Source: an optimization exercise on an open RTL-to-GDS flow (aim: small area and a short achievable clock period). Production flows keep margins and buffers that such runs may drop. No functional check of the RTL was part of any run shown here. Power and IR drop assume default switching activity.

==> flow/design.v (outline; a module is shown in full before it is edited, if it fits) <==
// module Convolution_with_pipeline: 2121 lines
// module cv_fa: 4 lines
// module cv_sel: 3 lines
// module cv_inv: 3 lines
module Convolution_with_pipeline(clk, rst_n, in_valid, weight_valid, In_IFM_1, In_IFM_2, In_IFM_3, In_IFM_4, In_IFM_5, In_IFM_6, In_IFM_7, In_IFM_8, In_IFM_9, In_Weight_1, In_Weight_2, In_Weight_3, In_Weight_4, In_Weight_5, In_Weight_6, In_Weight_7, In_Weight_8, In_Weight_9, out_valid, Out_OFM);
  // ...
==> flow/flow/run.sh <==
#!/bin/bash
# The standard layout, with plain buffers on the ports instead of the
# delay cells buffer_ports picks by default. Each tool's log stays in orfs/logs;
# make's own output goes to standard.log.
set -euo pipefail
export BUFFER_PORTS_ARGS="-buffer_cell sky130_fd_sc_hd__buf_2"
export CTS_ARGS="-sink_clustering_enable -repair_clock_nets -dont_use_dummy_load -sink_clustering_size 12 -sink_clustering_max_diameter 60 -buf_list sky130_fd_sc_hd__clkbuf_8"
bash standard.sh > standard.log 2>&1
==> flow/standard.sh <==
#!/bin/bash
# synth_recipe.tcl (not shown) runs the flow's synth.tcl, then flattens the netlist and writes it again
# the make line also repeats each setting of config.mk as NAME=value (left out here)
make -C /OpenROAD-flow-scripts/flow DESIGN_CONFIG=/design/flow/config.mk WORK_HOME=/design/flow/orfs CLKGATE_MAP_FILE= SYNTH_SCRIPT=/design/flow/synth_recipe.tcl "${@:-finish}"
==> flow/config.mk <==
export PLATFORM = sky130hd
export DESIGN_NAME = Convolution_with_pipeline
export DESIGN_NICKNAME = Convolution_with_pipeline
export VERILOG_FILES = /design/flow/design.v
export SDC_FILE = /design/flow/constraint.sdc
export NUM_CORES = 4
export LEC_CHECK = 0
export CAP_MARGIN = 20
export CORE_MARGIN = 2
export CORE_UTILIZATION = 60
export PLACE_DENSITY = 0.75
export SETUP_SLACK_MARGIN = 2.1
export SLEW_MARGIN = 20
export SYNTH_HIERARCHICAL = 1
==> flow/constraint.sdc <==
create_clock -name core_clock -period 5.0 [get_ports {clk}]
set_input_delay 1.0000 -clock core_clock [delete_from_list [all_inputs] [get_ports {clk}]]
set_output_delay 1.0000 -clock core_clock [all_outputs]
set_load 0.01 [all_outputs]
==> qor.txt, run 1 <==
# rows: 69
Sequential cell count: 318
Clock-net power: 1.57 mW
Asr flop ratio synth: 0.943%
Share of post-route cells with drive strength above 1: 28.6%
Post-synth EDFFs: 0
Metal3 WL: 8080 um
CTS resizes: 157
CTS max path bufs: 3
Met2 Track Usage GR: 58.4%
Final setup fails: 0
DIE AREA: 0.0380 mm^2
Layout Cells excl Fill: 2552
Sink Count: 318
Top post-synthesis cells by count: 584 x nor2_1, 549 x fa_1, 315 x dfxtp_1
RSZ-0062 raised after global routing: true
Critical path class: input pin to flip-flop
Clock buf count: 36
Initial antenna violation count: 0
Vias in the first global route: 16300
Most frequent cell after synthesis: nor2_1
Met3 Use GR: 9.72%
Status: finished clean
Most used DFF post-synth: dfxtp_1
Length of the first detailed-routing pass in iterations: 6
Worst Setup End Kind: flip-flop
Critical Path Start: weight_valid
Worst path max stage delay: 0.58 ns
Synth warn: 7
Crit Path Max Fanout: 7
Post-route ant nets: 0
MaxCap Viol Count: 0
CTS H-tree depth: 2
Placed Cells: 2438
Vias: 14800
Top power group: combinational logic
Final hold vios: 0
Avg Vias per Cell: 5.82
Most Frequent Cell on Critical Path: fa_2
Top-area cell type share of the netlist area: 50.2%
Top class by area: multi-input combinational cells
Inverter count: 147
Timing endpoint of the critical path: r1[152]
==> run 2: changes to the inputs <==
--- a/flow/design.v
+++ b/flow/design.v
@@ -1919,186 +1919,178 @@
 cv_fa u845 (.a(r1[43]), .b(r1[44]), .c(r1[45]), .s(s845), .co(c846));
 cv_fa u847 (.a(r1[46]), .b(r1[47]), .c(r1[48]), .s(s847), .co(c848));
 cv_fa u849 (.a(r1[49]), .b(r1[50]), .c(c824), .s(s849), .co(c850));
 cv_fa u851 (.a(c826), .b(c828), .c(c830), .s(s851), .co(c852));
 cv_fa u853 (.a(s841), .b(s843), .c(s845), .s(s853), .co(c854));
 cv_fa u855 (.a(s847), .b(s849), .c(c832), .s(s855), .co(c856));
 cv_fa u857 (.a(c834), .b(s851), .c(s853), .s(s857), .co(c858));
 cv_fa u859 (.a(c836), .b(s855), .c(c838), .s(s859), .co(c860));
-cv_fa u861 (.a(r1[51]), .b(r1[52]), .c(r1[53]), .s(s861), .co(c862));
-cv_fa u863 (.a(r1[54]), .b(r1[55]), .c(r1[56]), .s(s863), .co(c864));
-cv_fa u865 (.a(r1[57]), .b(r1[58]), .c(r1[59]), .s(s865), .co(c866));
-cv_fa u867 (.a(r1[60]), .b(r1[61]), .c(r1[62]), .s(s867), .co(c868));
-cv_fa u869 (.a(r1[63]), .b(r1[64]), .c(r1[65]), .s(s869), .co(c870));
-cv_fa u871 (.a(r1[66]), .b(r1[67]), .c(r1[68]), .s(s871), .co(c872));
-cv_fa u873 (.a(c842), .b(c844), .c(c846), .s(s873), .co(c874));
-cv_fa u875 (.a(c848), .b(s861), .c(s863), .s(s875), .co(c876));
-cv_fa u877 (.a(s865), .b(s867), .c(s869), .s(s877), .co(c878));
-cv_fa u879 (.a(s871), .b(c850), .c(c852), .s(s879), .co(c880));
-cv_fa u881 (.a(c854), .b(s873), .c(s875), .s(s881), .co(c882));
-cv_fa u883 (.a(s877), .b(c856), .c(s879), .s(s883), .co(c884));
-cv_fa u885 (.a(r1[69]), .b(r1[70]), .c(r1[71]), .s(s885), .co(c886));
-cv_fa u887 (.a(r1[72]), .b(r1[73]), .c(r1[74]), .s(s887), .co(c888));
-cv_fa u889 (.a(r1[75]), .b(r1[76]), .c(r1[77]), .s(s889), .co(c890));
-cv_fa u891 (.a(r1[78]), .b(r1[79]), .c(r1[80]), .s(s891), .co(c892));
-cv_fa u893 (.a(r1[81]), .b(r1[82]), .c(r1[83]), .s(s893), .co(c894));
-cv_fa u895 (.a(r1[84]), .b(r1[85]), .c(r1[86]), .s(s895), .co(c896));
-cv_fa u897 (.a(r1[87]), .b(c862), .c(c864), .s(s897), .co(c898));
-cv_fa u899 (.a(c866), .b(c868), .c(c870), .s(s899), .co(c900));
-cv_fa u901 (.a(c872), .b(s885), .c(s887), .s(s901), .co(c902));
-cv_fa u903 (.a(s889), .b(s891), .c(s893), .s(s903), .co(c904));
-cv_fa u905 (.a(s895), .b(c874), .c(c876), .s(s905), .co(c906));
-cv_fa u907 (.a(c878), .b(s897), .c(s899), .s(s907), .co(c908));
-cv_fa u909 (.a(s901), .b(s903), .c(c880), .s(s909), .co(c910));
-cv_fa u911 (.a(c882), .b(s905), .c(s907), .s(s911), .co(c912));
-cv_fa u913 (.a(r1[88]), .b(r1[89]), .c(r1[90]), .s(s913), .co(c914));
-cv_fa u915 (.a(r1[91]), .b(r1[92]), .c(r1[93]), .s(s915), .co(c916));
-cv_fa u917 (.a(r1[94]), .b(r1[95]), .c(r1[96]), .s(s917), .co(c918));
-cv_fa u919 (.a(r1[97]), .b(r1[98]), .c(r1[99]), .s(s919), .co(c920));
-cv_fa u921 (.a(r1[100]), .b(r1[101]), .c(r1[102]), .s(s921), .co(c922));
-cv_fa u923 (.a(r1[103]), .b(r1[104]), .c(r1[105]), .s(s923), .co(c924));
-cv_fa u925 (.a(r1[106]), .b(r1[107]), .c(c886), .s(s925), .co(c926));
-cv_fa u927 (.a(c888), .b(c890), .c(c892), .s(s927), .co(c928));
-cv_fa u929 (.a(c894), .b(c896), .c(s913), .s(s929), .co(c930));
-cv_fa u931 (.a(s915), .b(s917), .c(s919), .s(s931), .co(c932));
-cv_fa u933 (.a(s921), .b(s923), .c(s925), .s(s933), .co(c934));
-cv_fa u935 (.a(c898), .b(c900), .c(c902), .s(s935), .co(c936));
-cv_fa u937 (.a(c904), .b(s927), .c(s929), .s(s937), .co(c938));
-cv_fa u939 (.a(s931), .b(s933), .c(c906), .s(s939), .co(c940));
-cv_fa u941 (.a(c908), .b(s935), .c(s937), .s(s941), .co(c942));
-cv_fa u943 (.a(r1[108]), .b(r1[109]), .c(r1[110]), .s(s943), .co(c944));
-cv_fa u945 (.a(r1[111]), .b(r1[112]), .c(r1[113]), .s(s945), .co(c946));
-cv_fa u947 (.a(r1[114]), .b(r1[115]), .c(r1[116]), .s(s947), .co(c948));
-cv_fa u949 (.a(r1[117]), .b(r1[118]), .c(r1[119]), .s(s949), .co(c950));
-cv_fa u951 (.a(r1[120]), .b(r1[121]), .c(r1[122]), .s(s951), .co(c952));
-cv_fa u953 (.a(r1[123]), .b(r1[124]), .c(c914), .s(s953), .co(c954));
-cv_fa u955 (.a(c916), .b(c918), .c(c920), .s(s955), .co(c956));
-cv_fa u957 (.a(c922), .b(c924), .c(s943), .s(s957), .co(c958));
-cv_fa u959 (.a(s945), .b(s947), .c(s949), .s(s959), .co(c960));
-cv_fa u961 (.a(s951), .b(c926), .c(s953), .s(s961), .co(c962));
-cv_fa u963 (.a(c928), .b(c930), .c(c932), .s(s963), .co(c964));
-cv_fa u965 (.a(s955), .b(s957), .c(s959), .s(s965), .co(c966));
-cv_fa u967 (.a(c934), .b(s961), .c(c936), .s(s967), .co(c968));
-cv_fa u969 (.a(c938), .b(s963), .c(s965), .s(s969), .co(c970));
-cv_fa u971 (.a(r1[125]), .b(r1[126]), .c(r1[127]), .s(s971), .co(c972));
-cv_fa u973 (.a(r1[128]), .b(r1[129]), .c(r1[130]), .s(s973), .co(c974));
-cv_fa u975 (.a(r1[131]), .b(r1[132]), .c(r1[133]), .s(s975), .co(c976));
-cv_fa u977 (.a(r1[134]), .b(r1[135]), .c(r1[136]), .s(s977), .co(c978));
-cv_fa u979 (.a(r1[137]), .b(r1[138]), .c(r1[139]), .s(s979), .co(c980));
-cv_fa u981 (.a(r1[140]), .b(c944), .c(c946), .s(s981), .co(c982));
-cv_fa u983 (.a(c948), .b(c950), .c(c952), .s(s983), .co(c984));
-cv_fa u985 (.a(s971), .b(s973), .c(s975), .s(s985), .co(c986));
-cv_fa u987 (.a(s977), .b(s979), .c(c954), .s(s987), .co(c988));
-cv_fa u989 (.a(c956), .b(c958), .c(c960), .s(s989), .co(c990));
-cv_fa u991 (.a(s981), .b(s983), .c(s985), .s(s991), .co(c992));
-cv_fa u993 (.a(s987), .b(c962), .c(c964), .s(s993), .co(c994));
-cv_fa u995 (.a(c966), .b(s989), .c(s991), .s(s995), .co(c996));
-cv_fa u997 (.a(r1[141]), .b(r1[142]), .c(r1[143]), .s(s997), .co(c998));
-cv_fa u999 (.a(r1[144]), .b(r1[145]), .c(r1[146]), .s(s999), .co(c1000));
-cv_fa u1001 (.a(r1[147]), .b(r1[148]), .c(r1[149]), .s(s1001), .co(c1002));
-cv_fa u1003 (.a(r1[150]), .b(r1[151]), .c(r1[152]), .s(s1003), .co(c1004));
-cv_fa u1005 (.a(c972), .b(c974), .c(c976), .s(s1005), .co(c1006));
-cv_fa u1007 (.a(c978), .b(c980), .c(s997), .s(s1007), .co(c1008));
-cv_fa u1009 (.a(s999), .b(s1001), .c(s1003), .s(s1009), .co(c1010));
-cv_fa u1011 (.a(c982), .b(c984), .c(c986), .s(s1011), .co(c1012));
-cv_fa u1013 (.a(s1005), .b(s1007), .c(s1009), .s(s1013), .co(c1014));
-cv_fa u1015 (.a(c988), .b(c990), .c(c992), .s(s1015), .co(c1016));
-cv_fa u1017 (.a(r1[153]), .b(r1[154]), .c(r1[155]), .s(s1017), .co(c1018));
-cv_fa u1019 (.a(r1[156]), .b(r1[157]), .c(r1[158]), .s(s1019), .co(c1020));
-cv_fa u1021 (.a(r1[159]), .b(r1[160]), .c(r1[161]), .s(s1021), .co(c1022));
-cv_fa u1023 (.a(c998), .b(c1000), .c(c1002), .s(s1023), .co(c1024));
-cv_fa u1025 (.a(c1004), .b(s1017), .c(s1019), .s(s1025), .co(c1026));
-cv_fa u1027 (.a(s1021), .b(c1006), .c(c1008), .s(s1027), .co(c1028));
-cv_fa u1029 (.a(c1010), .b(s1023), .c(s1025), .s(s1029), .co(c1030));
-cv_fa u1031 (.a(c1012), .b(c1014), .c(s1027), .s(s1031), .co(c1032));
-cv_fa u1033 (.a(r1[162]), .b(r1[163]), .c(r1[164]), .s(s1033), .co(c1034));
-cv_fa u1035 (.a(r1[165]), .b(r1[166]), .c(r1[167]), .s(s1035), .co(c1036));
-cv_fa u1037 (.a(r1[168]), .b(r1[169]), .c(c1018), .s(s1037), .co(c1038));
-cv_fa u1039 (.a(c1020), .b(c1022), .c(s1033), .s(s1039), .co(c1040));
-cv_fa u1041 (.a(s1035), .b(s1037), .c(c1024), .s(s1041), .co(c1042));
-cv_fa u1043 (.a(c1026), .b(s1039), .c(s1041), .s(s1043), .co(c1044));
-cv_fa u1045 (.a(c1028), .b(c1030), .c(s1043), .s(s1045), .co(c1046));
-cv_fa u1047 (.a(r1[170]), .b(r1[171]), .c(r1[172]), .s(s1047), .co(c1048));
-cv_fa u1049 (.a(r1[173]), .b(c1034), .c(c1036), .s(s1049), .co(c1050));
-cv_fa u1051 (.a(s1047), .b(c1038), .c(c1040), .s(s1051), .co(c1052));
-cv_fa u1053 (.a(s1049), .b(c1042), .c(s1051), .s(s1053), .co(c1054));
-cv_fa u1055 (.a(r1[174]), .b(r1[175]), .c(c1048), .s(s1055), .co(c1056));
-cv_fa u1057 (.a(s1055), .b(c1050), .c(c1052), .s(s1057), .co(c1058));
-reg [46:0] r2;
+cv_fa u861 (.a(s857), .b(s859), .c(c840), .s(s861), .co(c862));
+cv_fa u863 (.a(r1[51]), .b(r1[52]), .c(r1[53]), .s(s863), .co(c864));
+cv_fa u865 (.a(r1[54]), .b(r1[55]), .c(r1[56]), .s(s865), .co(c866));
+cv_fa u867 (.a(r1[57]), .b(r1[58]), .c(r1[59]), .s(s867), .co(c868));
+cv_fa u869 (.a(r1[60]), .b(r1[61]), .c(r1[62]), .s(s869), .co(c870));
+cv_fa u871 (.a(r1[63]), .b(r1[64]), .c(r1[65]), .s(s871), .co(c872));
+cv_fa u873 (.a(r1[66]), .b(r1[67]), .c(r1[68]), .s(s873), .co(c874));
+cv_fa u875 (.a(c842), .b(c844), .c(c846), .s(s875), .co(c876));
+cv_fa u877 (.a(c848), .b(s863), .c(s865), .s(s877), .co(c878));
+cv_fa u879 (.a(s867), .b(s869), .c(s871), .s(s879), .co(c880));
+cv_fa u881 (.a(s873), .b(c850), .c(c852), .s(s881), .co(c882));
+cv_fa u883 (.a(c854), .b(s875), .c(s877), .s(s883), .co(c884));
+cv_fa u885 (.a(s879), .b(c856), .c(s881), .s(s885), .co(c886));
+cv_fa u887 (.a(c858), .b(s883), .c(c860), .s(s887), .co(c888));
+cv_fa u889 (.a(r1[69]), .b(r1[70]), .c(r1[71]), .s(s889), .co(c890));
+cv_fa u891 (.a(r1[72]), .b(r1[73]), .c(r1[74]), .s(s891), .co(c892));
+cv_fa u893 (.a(r1[75]), .b(r1[76]), .c(r1[77]), .s(s893), .co(c894));
+cv_fa u895 (.a(r1[78]), .b(r1[79]), .c(r1[80]), .s(s895), .co(c896));
+cv_fa u897 (.a(r1[81]), .b(r1[82]), .c(r1[83]), .s(s897), .co(c898));
+cv_fa u899 (.a(r1[84]), .b(r1[85]), .c(r1[86]), .s(s899), .co(c900));
+cv_fa u901 (.a(r1[87]), .b(c864), .c(c866), .s(s901), .co(c902));
+cv_fa u903 (.a(c868), .b(c870), .c(c872), .s(s903), .co(c904));
+cv_fa u905 (.a(c874), .b(s889), .c(s891), .s(s905), .co(c906));
+cv_fa u907 (.a(s893), .b(s895), .c(s897), .s(s907), .co(c908));
+cv_fa u909 (.a(s899), .b(c876), .c(c878), .s(s909), .co(c910));
+cv_fa u911 (.a(c880), .b(s901), .c(s903), .s(s911), .co(c912));
+cv_fa u913 (.a(s905), .b(s907), .c(c882), .s(s913), .co(c914));
+cv_fa u915 (.a(c884), .b(s909), .c(s911), .s(s915), .co(c916));
+cv_fa u917 (.a(s913), .b(c886), .c(s915), .s(s917), .co(c918));
+cv_fa u919 (.a(r1[88]), .b(r1[89]), .c(r1[90]), .s(s919), .co(c920));
+cv_fa u921 (.a(r1[91]), .b(r1[92]), .c(r1[93]), .s(s921), .co(c922));
+cv_fa u923 (.a(r1[94]), .b(r1[95]), .c(r1[96]), .s(s923), .co(c924));
+cv_fa u925 (.a(r1[97]), .b(r1[98]), .c(r1[99]), .s(s925), .co(c926));
+cv_fa u927 (.a(r1[100]), .b(r1[101]), .c(r1[102]), .s(s927), .co(c928));
+cv_fa u929 (.a(r1[103]), .b(r1[104]), .c(r1[105]), .s(s929), .co(c930));
+cv_fa u931 (.a(r1[106]), .b(r1[107]), .c(c890), .s(s931), .co(c932));
+cv_fa u933 (.a(c892), .b(c894), .c(c896), .s(s933), .co(c934));
+cv_fa u935 (.a(c898), .b(c900), .c(s919), .s(s935), .co(c936));
+cv_fa u937 (.a(s921), .b(s923), .c(s925), .s(s937), .co(c938));
+cv_fa u939 (.a(s927), .b(s929), .c(s931), .s(s939), .co(c940));
+cv_fa u941 (.a(c902), .b(c904), .c(c906), .s(s941), .co(c942));
+cv_fa u943 (.a(c908), .b(s933), .c(s935), .s(s943), .co(c944));
+cv_fa u945 (.a(s937), .b(s939), .c(c910), .s(s945), .co(c946));
+cv_fa u947 (.a(c912), .b(s941), .c(s943), .s(s947), .co(c948));
+cv_fa u949 (.a(c914), .b(s945), .c(c916), .s(s949), .co(c950));
+cv_fa u951 (.a(r1[108]), .b(r1[109]), .c(r1[110]), .s(s951), .co(c952));
+cv_fa u953 (.a(r1[111]), .b(r1[112]), .c(r1[113]), .s(s953), .co(c954));
+cv_fa u955 (.a(r1[114]), .b(r1[115]), .c(r1[116]), .s(s955), .co(c956));
+cv_fa u957 (.a(r1[117]), .b(r1[118]), .c(r1[119]), .s(s957), .co(c958));
+cv_fa u959 (.a(r1[120]), .b(r1[121]), .c(r1[122]), .s(s959), .co(c960));
+cv_fa u961 (.a(r1[123]), .b(r1[124]), .c(c920), .s(s961), .co(c962));
+cv_fa u963 (.a(c922), .b(c924), .c(c926), .s(s963), .co(c964));
+cv_fa u965 (.a(c928), .b(c930), .c(s951), .s(s965), .co(c966));
+cv_fa u967 (.a(s953), .b(s955), .c(s957), .s(s967), .co(c968));
+cv_fa u969 (.a(s959), .b(c932), .c(s961), .s(s969), .co(c970));
+cv_fa u971 (.a(c934), .b(c936), .c(c938), .s(s971), .co(c972));
+cv_fa u973 (.a(s963), .b(s965), .c(s967), .s(s973), .co(c974));
+cv_fa u975 (.a(c940), .b(s969), .c(c942), .s(s975), .co(c976));
+cv_fa u977 (.a(c944), .b(s971), .c(s973), .s(s977), .co(c978));
+cv_fa u979 (.a(c946), .b(s975), .c(c948), .s(s979), .co(c980));
+cv_fa u981 (.a(r1[125]), .b(r1[126]), .c(r1[127]), .s(s981), .co(c982));
+cv_fa u983 (.a(r1[128]), .b(r1[129]), .c(r1[130]), .s(s983), .co(c984));
+cv_fa u985 (.a(r1[131]), .b(r1[132]), .c(r1[133]), .s(s985), .co(c986));
+cv_fa u987 (.a(r1[134]), .b(r1[135]), .c(r1[136]), .s(s987), .co(c988));
+cv_fa u989 (.a(r1[137]), .b(r1[138]), .c(r1[139]), .s(s989), .co(c990));
+cv_fa u991 (.a(r1[140]), .b(c952), .c(c954), .s(s991), .co(c992));
+cv_fa u993 (.a(c956), .b(c958), .c(c960), .s(s993), .co(c994));
+cv_fa u995 (.a(s981), .b(s983), .c(s985), .s(s995), .co(c996));
+cv_fa u997 (.a(s987), .b(s989), .c(c962), .s(s997), .co(c998));
+cv_fa u999 (.a(c964), .b(c966), .c(c968), .s(s999), .co(c1000));
+cv_fa u1001 (.a(s991), .b(s993), .c(s995), .s(s1001), .co(c1002));
+cv_fa u1003 (.a(s997), .b(c970), .c(c972), .s(s1003), .co(c1004));
+cv_fa u1005 (.a(c974), .b(s999), .c(s1001), .s(s1005), .co(c1006));
+cv_fa u1007 (.a(c976), .b(s1003), .c(c978), .s(s1007), .co(c1008));
+cv_fa u1009 (.a(r1[141]), .b(r1[142]), .c(r1[143]), .s(s1009), .co(c1010));
+cv_fa u1011 (.a(r1[144]), .b(r1[145]), .c(r1[146]), .s(s1011), .co(c1012));
+cv_fa u1013 (.a(r1[147]), .b(r1[148]), .c(r1[149]), .s(s1013), .co(c1014));
+cv_fa u1015 (.a(r1[150]), .b(r1[151]), .c(r1[152]), .s(s1015), .co(c1016));
+cv_fa u1017 (.a(c982), .b(c984), .c(c986), .s(s1017), .co(c1018));
+cv_fa u1019 (.a(c988), .b(c990), .c(s1009), .s(s1019), .co(c1020));
+cv_fa u1021 (.a(s1011), .b(s1013), .c(s1015), .s(s1021), .co(c1022));
+cv_fa u1023 (.a(c992), .b(c994), .c(c996), .s(s1023), .co(c1024));
+cv_fa u1025 (.a(s1017), .b(s1019), .c(s1021), .s(s1025), .co(c1026));
+cv_fa u1027 (.a(c998), .b(c1000), .c(c1002), .s(s1027), .co(c1028));
+cv_fa u1029 (.a(s1023), .b(s1025), .c(c1004), .s(s1029), .co(c1030));
+cv_fa u1031 (.a(r1[153]), .b(r1[154]), .c(r1[155]), .s(s1031), .co(c1032));
+cv_fa u1033 (.a(r1[156]), .b(r1[157]), .c(r1[158]), .s(s1033), .co(c1034));
+cv_fa u1035 (.a(r1[159]), .b(r1[160]), .c(r1[161]), .s(s1035), .co(c1036));
+cv_fa u1037 (.a(c1010), .b(c1012), .c(c1014), .s(s1037), .co(c1038));
+cv_fa u1039 (.a(c1016), .b(s1031), .c(s1033), .s(s1039), .co(c1040));
+cv_fa u1041 (.a(s1035), .b(c1018), .c(c1020), .s(s1041), .co(c1042));
+cv_fa u1043 (.a(c1022), .b(s1037), .c(s1039), .s(s1043), .co(c1044));
+cv_fa u1045 (.a(c1024), .b(c1026), .c(s1041), .s(s1045), .co(c1046));
+cv_fa u1047 (.a(s1043), .b(c1028), .c(s1045), .s(s1047), .co(c1048));
+cv_fa u1049 (.a(r1[162]), .b(r1[163]), .c(r1[164]), .s(s1049), .co(c1050));
+cv_fa u1051 (.a(r1[165]), .b(r1[166]), .c(r1[167]), .s(s1051), .co(c1052));
+cv_fa u1053 (.a(r1[168]), .b(r1[169]), .c(c1032), .s(s1053), .co(c1054));
+cv_fa u1055 (.a(c1034), .b(c1036), .c(s1049), .s(s1055), .co(c1056));
+cv_fa u1057 (.a(s1051), .b(s1053), .c(c1038), .s(s1057), .co(c1058));
+cv_fa u1059 (.a(c1040), .b(s1055), .c(s1057), .s(s1059), .co(c1060));
+cv_fa u1061 (.a(c1042), .b(c1044), .c(s1059), .s(s1061), .co(c1062));
+cv_fa u1063 (.a(r1[170]), .b(r1[171]), .c(r1[172]), .s(s1063), .co(c1064));
+cv_fa u1065 (.a(r1[173]), .b(c1050), .c(c1052), .s(s1065), .co(c1066));
+cv_fa u1067 (.a(s1063), .b(c1054), .c(c1056), .s(s1067), .co(c1068));
+cv_fa u1069 (.a(s1065), .b(c1058), .c(s1067), .s(s1069), .co(c1070));
+cv_fa u1071 (.a(r1[174]), .b(r1[175]), .c(c1064), .s(s1071), .co(c1072));
+cv_fa u1073 (.a(s1071), .b(c1066), .c(c1068), .s(s1073), .co(c1074));
+reg [38:0] r2;
 always @(posedge clk) begin
   r2[0] <= r1[0];
   r2[1] <= r1[1];
   r2[2] <= r1[2];
   r2[3] <= s803;
   r2[4] <= c804;
   r2[5] <= s809;
   r2[6] <= s821;
   r2[7] <= s839;
-  r2[8] <= s857;
-  r2[9] <= c840;
-  r2[10] <= s859;
-  r2[11] <= c858;
-  r2[12] <= s881;
-  r2[13] <= c860;
-  r2[14] <= s883;
-  r2[15] <= s909;
-  r2[16] <= c884;
-  r2[17] <= s911;
-  r2[18] <= c910;
-  r2[19] <= s939;
-  r2[20] <= c912;
-  r2[21] <= s941;
-  r2[22] <= c940;
-  r2[23] <= s967;
-  r2[24] <= c942;
-  r2[25] <= s969;
-  r2[26] <= c968;
-  r2[27] <= s993;
-  r2[28] <= c970;
-  r2[29] <= s995;
-  r2[30] <= s1011;
-  r2[31] <= s1013;
-  r2[32] <= c994;
-  r2[33] <= c996;
-  r2[34] <= s1015;
-  r2[35] <= s1029;
-  r2[36] <= c1016;
-  r2[37] <= s1031;
-  r2[38] <= c1032;
-  r2[39] <= s1045;
-  r2[40] <= c1044;
-  r2[41] <= c1046;
-  r2[42] <= s1053;
-  r2[43] <= c1054;
-  r2[44] <= s1057;
-  r2[45] <= c1056;
-  r2[46] <= c1058;
+  r2[8] <= s861;
+  r2[9] <= s885;
+  r2[10] <= c862;
+  r2[11] <= s887;
+  r2[12] <= c888;
+  r2[13] <= s917;
+  r2[14] <= s947;
+  r2[15] <= c918;
+  r2[16] <= s949;
+  r2[17] <= s977;
+  r2[18] <= c950;
+  r2[19] <= s979;
+  r2[20] <= s1005;
+  r2[21] <= c980;
+  r2[22] <= s1007;
+  r2[23] <= c1006;
+  r2[24] <= s1027;
+  r2[25] <= c1008;
+  r2[26] <= s1029;
+  r2[27] <= c1030;
+  r2[28] <= s1047;
+  r2[29] <= c1046;
+  r2[30] <= c1048;
+  r2[31] <= s1061;
+  r2[32] <= c1060;
+  r2[33] <= c1062;
+  r2[34] <= s1069;
+  r2[35] <= c1070;
+  r2[36] <= s1073;
+  r2[37] <= c1072;
+  r2[38] <= c1074;
 end
-cv_fa u1059 (.a(r2[8]), .b(r2[9]), .c(r2[10]), .s(s1059), .co(c1060));
-cv_fa u1061 (.a(r2[11]), .b(r2[12]), .c(r2[13]), .s(s1061), .co(c1062));
-cv_fa u1063 (.a(r2[14]), .b(c1060), .c(s1061), .s(s1063), .co(c1064));
-cv_fa u1065 (.a(r2[15]), .b(r2[16]), .c(r2[17]), .s(s1065), .co(c1066));
-cv_fa u1067 (.a(c1062), .b(s1065), .c(c1064), .s(s1067), .co(c1068));
-cv_fa u1069 (.a(r2[18]), .b(r2[19]), .c(r2[20]), .s(s1069), .co(c1070));
-cv_fa u1071 (.a(r2[21]), .b(c1066), .c(s1069), .s(s1071), .co(c1072));
-cv_fa u1073 (.a(r2[22]), .b(r2[23]), .c(r2[24]), .s(s1073), .co(c1074));
-cv_fa u1075 (.a(r2[25]), .b(c1070), .c(s1073), .s(s1075), .co(c1076));
-cv_fa u1077 (.a(r2[26]), .b(r2[27]), .c(r2[28]), .s(s1077), .co(c1078));
-cv_fa u1079 (.a(r2[29]), .b(c1074), .c(s1077), .s(s1079), .co(c1080));
-cv_fa u1081 (.a(r2[30]), .b(r2[31]), .c(r2[32]), .s(s1081), .co(c1082));
-cv_fa u1083 (.a(r2[33]), .b(r2[34]), .c(c1078), .s(s1083), .co(c1084));
-cv_fa u1085 (.a(s1081), .b(s1083), .c(c1080), .s(s1085), .co(c1086));
-cv_fa u1087 (.a(r2[35]), .b(r2[36]), .c(r2[37]), .s(s1087), .co(c1088));
-cv_fa u1089 (.a(c1082), .b(s1087), .c(c1084), .s(s1089), .co(c1090));
-cv_fa u1091 (.a(r2[38]), .b(r2[39]), .c(c1088), .s(s1091), .co(c1092));
-cv_fa u1093 (.a(r2[40]), .b(r2[41]), .c(r2[42]), .s(s1093), .co(c1094));
-cv_fa u1095 (.a(r2[43]), .b(r2[44]), .c(c1094), .s(s1095), .co(c1096));
-cv_fa u1097 (.a(r2[45]), .b(r2[46]), .c(c1096), .s(s1097), .co(c1098));
-wire [19:0] sum1099 = {1'b0, c1098, s1097, s1095, c1092, c1090, c1086, s1085, c1076, c1072, c1068, s1067, s1063, s1059, r2[7], r2[6], r2[4], r2[3], r2[1], r2[0]} + {1'b0, 1'b0, 1'b0, 1'b0, s1093, s1091, s1089, 1'b0, s1079, s1075, s1071, 1'b0, 1'b0, 1'b0, 1'b0, 1'b0, r2[5], 1'b0, r2[2], 1'b0};
+cv_fa u1075 (.a(r2[9]), .b(r2[10]), .c(r2[11]), .s(s1075), .co(c1076));
+cv_fa u1077 (.a(r2[12]), .b(r2[13]), .c(c1076), .s(s1077), .co(c1078));
+cv_fa u1079 (.a(r2[14]), .b(r2[15]), .c(r2[16]), .s(s1079), .co(c1080));
+cv_fa u1081 (.a(r2[17]), .b(r2[18]), .c(r2[19]), .s(s1081), .co(c1082));
+cv_fa u1083 (.a(r2[20]), .b(r2[21]), .c(r2[22]), .s(s1083), .co(c1084));
+cv_fa u1085 (.a(r2[23]), .b(r2[24]), .c(r2[25]), .s(s1085), .co(c1086));
+cv_fa u1087 (.a(r2[26]), .b(c1084), .c(s1085), .s(s1087), .co(c1088));
+cv_fa u1089 (.a(r2[27]), .b(r2[28]), .c(c1086), .s(s1089), .co(c1090));
+cv_fa u1091 (.a(r2[29]), .b(r2[30]), .c(r2[31]), .s(s1091), .co(c1092));
+cv_fa u1093 (.a(r2[32]), .b(r2[33]), .c(r2[34]), .s(s1093), .co(c1094));
+cv_fa u1095 (.a(r2[35]), .b(r2[36]), .c(c1094), .s(s1095), .co(c1096));
+cv_fa u1097 (.a(r2[37]), .b(r2[38]), .c(c1096), .s(s1097), .co(c1098));
+wire [19:0] sum1099 = {1'b0, c1098, s1097, s1095, c1092, c1090, c1088, s1087, c1082, c1080, c1078, s1077, s1075, r2[8], r2[7], r2[6], r2[4], r2[3], r2[1], r2[0]} + {1'b0, 1'b0, 1'b0, 1'b0, s1093, s1091, s1089, 1'b0, s1083, s1081, s1079, 1'b0, 1'b0, 1'b0, 1'b0, 1'b0, r2[5], 1'b0, r2[2], 1'b0};
 reg [19:0] r3;
 always @(posedge clk) begin
   r3[0] <= sum1099[0];
   r3[1] <= sum1099[1];
   r3[2] <= sum1099[2];
   r3[3] <= sum1099[3];
   r3[4] <= sum1099[4];
   r3[5] <= sum1099[5];
--- a/flow/config.mk
+++ b/flow/config.mk
@@ -4,11 +4,11 @@
 export VERILOG_FILES = /design/flow/design.v
 export SDC_FILE = /design/flow/constraint.sdc
 export NUM_CORES = 4
 export LEC_CHECK = 0
 export CAP_MARGIN = 20
 export CORE_MARGIN = 2
 export CORE_UTILIZATION = 60
 export PLACE_DENSITY = 0.75
-export SETUP_SLACK_MARGIN = 2.1
+export SETUP_SLACK_MARGIN = 2.0
 export SLEW_MARGIN = 20
 export SYNTH_HIERARCHICAL = 1
==> qor.txt, run 2 <==
Clock tree from TritonCTS: built (unchanged)
Critical path class: input pin to flip-flop (unchanged)
Layout Nets: 2752 (was 2799)
Vias: 14500 (was 14800)
Top-area cell type share of the netlist area: 50.6% (was 50.2%)
Synthesized Nets: 2578 (was 2586)
DIE AREA: 0.0378 mm^2 (was 0.0380 mm^2)
Post-synth EDFFs: 0 (unchanged)
Cell area after synthesis: 0.0217 mm^2 (was 0.0219 mm^2)
# diodes: 0 (unchanged)
GRT Total Usage: 35.8% (was 37.4%)
Fill count: 2544 (was 2394)
Layout area overhead: 13.3% (was 18.2%)
Register area share after synthesis: 28.6% (was 29.1%)
Worst-Margin Slew: 1.12 ns (was 0.977 ns)
Number of remaining DRC errors: 0 (unchanged)
Synth unique cells: 37 (unchanged)
Achievable Freq: 323 MHz (was 322 MHz)
MaxCap Viol Count: 0 (unchanged)
I/O pins: 170 (unchanged)
Hold Path Class: input pin to asynchronous set/reset pin (unchanged)
Status: finished clean (unchanged)
Share of post-route cells with drive strength above 1: 19.8% (was 28.6%)
Num CTS Buffers: 38 (was 36)
Dominant cells by area after synthesis: fa_1 51%, dfxtp_1 28%, nor2_1 10% (was fa_1 50%, dfxtp_1 29%, nor2_1 10%)
Worst Setup End Kind: flip-flop (unchanged)
Commonest non-fill, non-tap cell in the layout: nor2_1 (unchanged)
Root Buffer: clkbuf_8 (unchanged)
Largest net degree at the start of global routing: 17 (was 16)
Most frequent cells in the layout: 569 x nor2_1, 505 x fa_1, 307 x dfxtp_1, 168 x buf_2, 147 x inv_1 (was 510 x nor2_1, 425 x fa_1, 314 x dfxtp_1, 171 x buf_2, 147 x inv_1)
LEAKAGE: 11.6 nW (was 11.8 nW)
Latest clock arrival within the worst-skew pair: 0.62 ns (about the same)
Seq cells post-synth: 310 (was 318)
Post-route ant nets: 0 (unchanged)
CTS max path bufs: 3 (unchanged)
Biggest regs: r1: 176 flops, r2: 39 flops, r3: 20 flops (was r1: 176 flops, r2: 47 flops, r3: 20 flops)
Routed len/inst: 26.2 um (was 27.0 um)
Hold buffers post-CTS: 0 (unchanged)
Initial Utilization: 61.0% (was 61.3%)
# rows: 69 (unchanged)
Routed WL: 65600 um (was 68900 um)
Iter 0 DRT Violations: 1386 (was 1547)
RSZ-0062 raised after global routing: true (unchanged)
Final setup fails: 0 (unchanged)
Startpoint class of the critical path: input pin (unchanged)
Reg clk slew, reported paths: 0.07 ns (was 0.08 ns)
Global-route wire length before repair: 96400 um (was 102000 um)
Top cell type by total area after synthesis: fa_1 (unchanged)
Length of the first detailed-routing pass in iterations: 24 (was 6)
Fin Hold WS: 0.202 ns (was 0.168 ns)
Largest register FFs: 176 (unchanged)
Avg Cell Area, Syn: 11.6 um^2 (about the same)
Area used by multi-input combinational logic: 0.0148 mm^2 (was 0.0155 mm^2)
Pwr Density: 679 mW/mm^2 (was 658 mW/mm^2)
Die Height: 194 um (was 195 um)
Post-DP HPWL: 52900 um (about the same)
Avg Vias per Cell: 5.77 (was 5.82)
Slew margin rel.: 25.0% (was 34.6%)
Most used DFF post-synth: dfxtp_1 (unchanged)
Crit share post-route: 62.0% (about the same)
Gr ovfl total: 0 (unchanged)
Top post-synthesis cells by count: 584 x nor2_1, 549 x fa_1, 307 x dfxtp_1 (was 584 x nor2_1, 549 x fa_1, 315 x dfxtp_1)
Crit Path Max Fanout: 8 (was 7)
Most flops, register: r1 (unchanged)
Worst path arrival time: 3.59 ns (was 3.66 ns)
Routability cong.: 0.931 (was 0.970)
Most frequent cell after synthesis: nor2_1 (unchanged)
PortBufs: 168 (unchanged)
Clk_skew: 0.0659 ns (was 0.0577 ns)
CTS H-tree depth: 2 (unchanged)
Asr flop ratio synth: 0.968% (was 0.943%)
R2R depth: 8 (was 9)
TNS Setup: 0 ns (unchanged)
VDD IR max: 0.000592 V (was 0.000766 V)
Sink Count: 310 (was 318)
Syn Inst Count: 1872 (was 1880)
Initial antenna violation count: 1 (was 0)
Total core area: 0.0357 mm^2 (about the same)
Final hold vios: 0 (unchanged)
Die Wd: 194 um (was 195 um)
Reg area: 0.00622 mm^2 (was 0.00638 mm^2)
Critical Path RT: 5.49 ns (was 5.56 ns)
Final Max Slew Viols: 0 (unchanged)
Synth warn: 7 (unchanged)
Vias in the first global route: 15700 (was 16300)
Crit path time final: 3.10 ns (about the same)
==> run 2: logic make-up after synthesis <==
group / count (synthesis) / synth area share [%]
buffers and inverters: 292 / 5.06
adders and majority gates: 558 / 51.1
and+or+nand+nor: 602 / 10.6
xor gates and xnor gates: 15 / 0.604
AOI/OAI and AO/OA: 22 / 0.743
DFF: 310 / 28.6
other: 1 / 0.0173
muxes: 72 / 3.32
==> run 2: what timing repair did <==
item | CTS | global route
cloned | 4 | 7
setup endpoints to repair | 162 | 96
pin swaps | 6 | 46
gates resized for setup | 36 | 88
buffers inserted | 12 | 19
==> run 2: final timing paths <==
| path | startpoint | endpoint | slack (ns) |
|---|---|---|---|
| worst min register to register | r1[1] | r2[1] | 0.33 |
| worst min-delay path | rst_n | v2 | 0.20 |
| worst max register to register | r2[9] | r3[17] | 2.06 |
| worst max-delay path | weight_valid | r1[23] | 1.90 |
| max in group asynchronous | rst_n | v1 | 4.69 |
| min in group core_clock | r1[1] | r2[1] | 0.33 |
==> run 2: cell type report <==
class	instances	share of cell area, %
multi-input combinational	1271	60.2
sequential	310	25.3
timing repair buffer	278	7.85
tap	461	2.34
inverter	147	2.24
clock buffer	38	2.12
==> run 2: power by group <==
group	total (mW)	leakage [nW]	switching, mW	internal, mW
registers	4.29	2.61	0.567	3.72
logic	10.8	8.73	5.88	4.96
clock network	1.58	0.273	0.910	0.675
total	16.7	11.6	7.35	9.36
==> run 2: Yosys stat by module, one instance, submodules excluded <==
module,copies in the design,area (um^2),cells inside,flops+latches
Convolution_with_pipeline,1,9750,1179,310
cv_fa,549,20.0,1,0
cv_inv,72,3.75,1,0
cv_sel,72,10.0,1,0
==> run 2: metal layers <==
metal | up-vias | part of all wire, % | track usage, %
met4 | 2 | 5.4 | 15.6
met3 | 247 | 12 | 10.2
li1 | 5821 | - | -
met2 | 962 | 45 | 55.5
met1 | 7424 | 37 | 48.0
met5 | - | 0.012 | 0
==> run 2: through the flow <==
stage	total power [mW]	cells	util [%]	cell area, um^2	setup slack [ns]
3_3_place_gp	14.4	2425	65.0	23200	0.757
6_report	16.7	2505	69.0	24600	1.90
4_1_cts	16.6	2479	67.5	24100	1.95
2_1_floorplan	11.2	1872	-	21900	1.98
5_1_grt	18.4	2505	69.0	24600	1.88
3_5_place_dp	15.0	2425	65.0	23200	0.713
==> run 2: worst max-delay path, stage by stage <==
cell	delay [ns]
buf_16	0.14
buf_12	0.13
buf_16	0.16
mux2i_4	0.27
buf_4	0.19
nor2_2	0.06
fa_1	0.59
fa_1	0.50
fa_1	0.52

separate check: timing with driven ports:
Ports are ideal in the flow. The routed layouts listed here were re-timed in OpenROAD.
Step 1 assumes that a clkbuf_16 drives the clock port and a buf_2 every other input.
Step 2 times the ports against the registers' clock, not the clock port: input delays grow and output delays shrink by t, the midpoint of the rising clock arrivals with the driver on.
a / b / c = ideal ports / drivers / drivers and shift; a / b = the first two.
| run | t, ns | setup slack, ns | cell pins on the clock port's net |
|---|---|---|---|
| run 1 | 0.639 | 1.899 / 1.567 / 0.928 | 1 |
| run 2 | 0.638 | 1.901 / 1.669 / 1.031 | 1 |
After both steps every run listed still meets setup and hold. The setup slack of run 1, which loses most, moves by -0.332 ns with the drivers and by -0.971 ns with both steps.
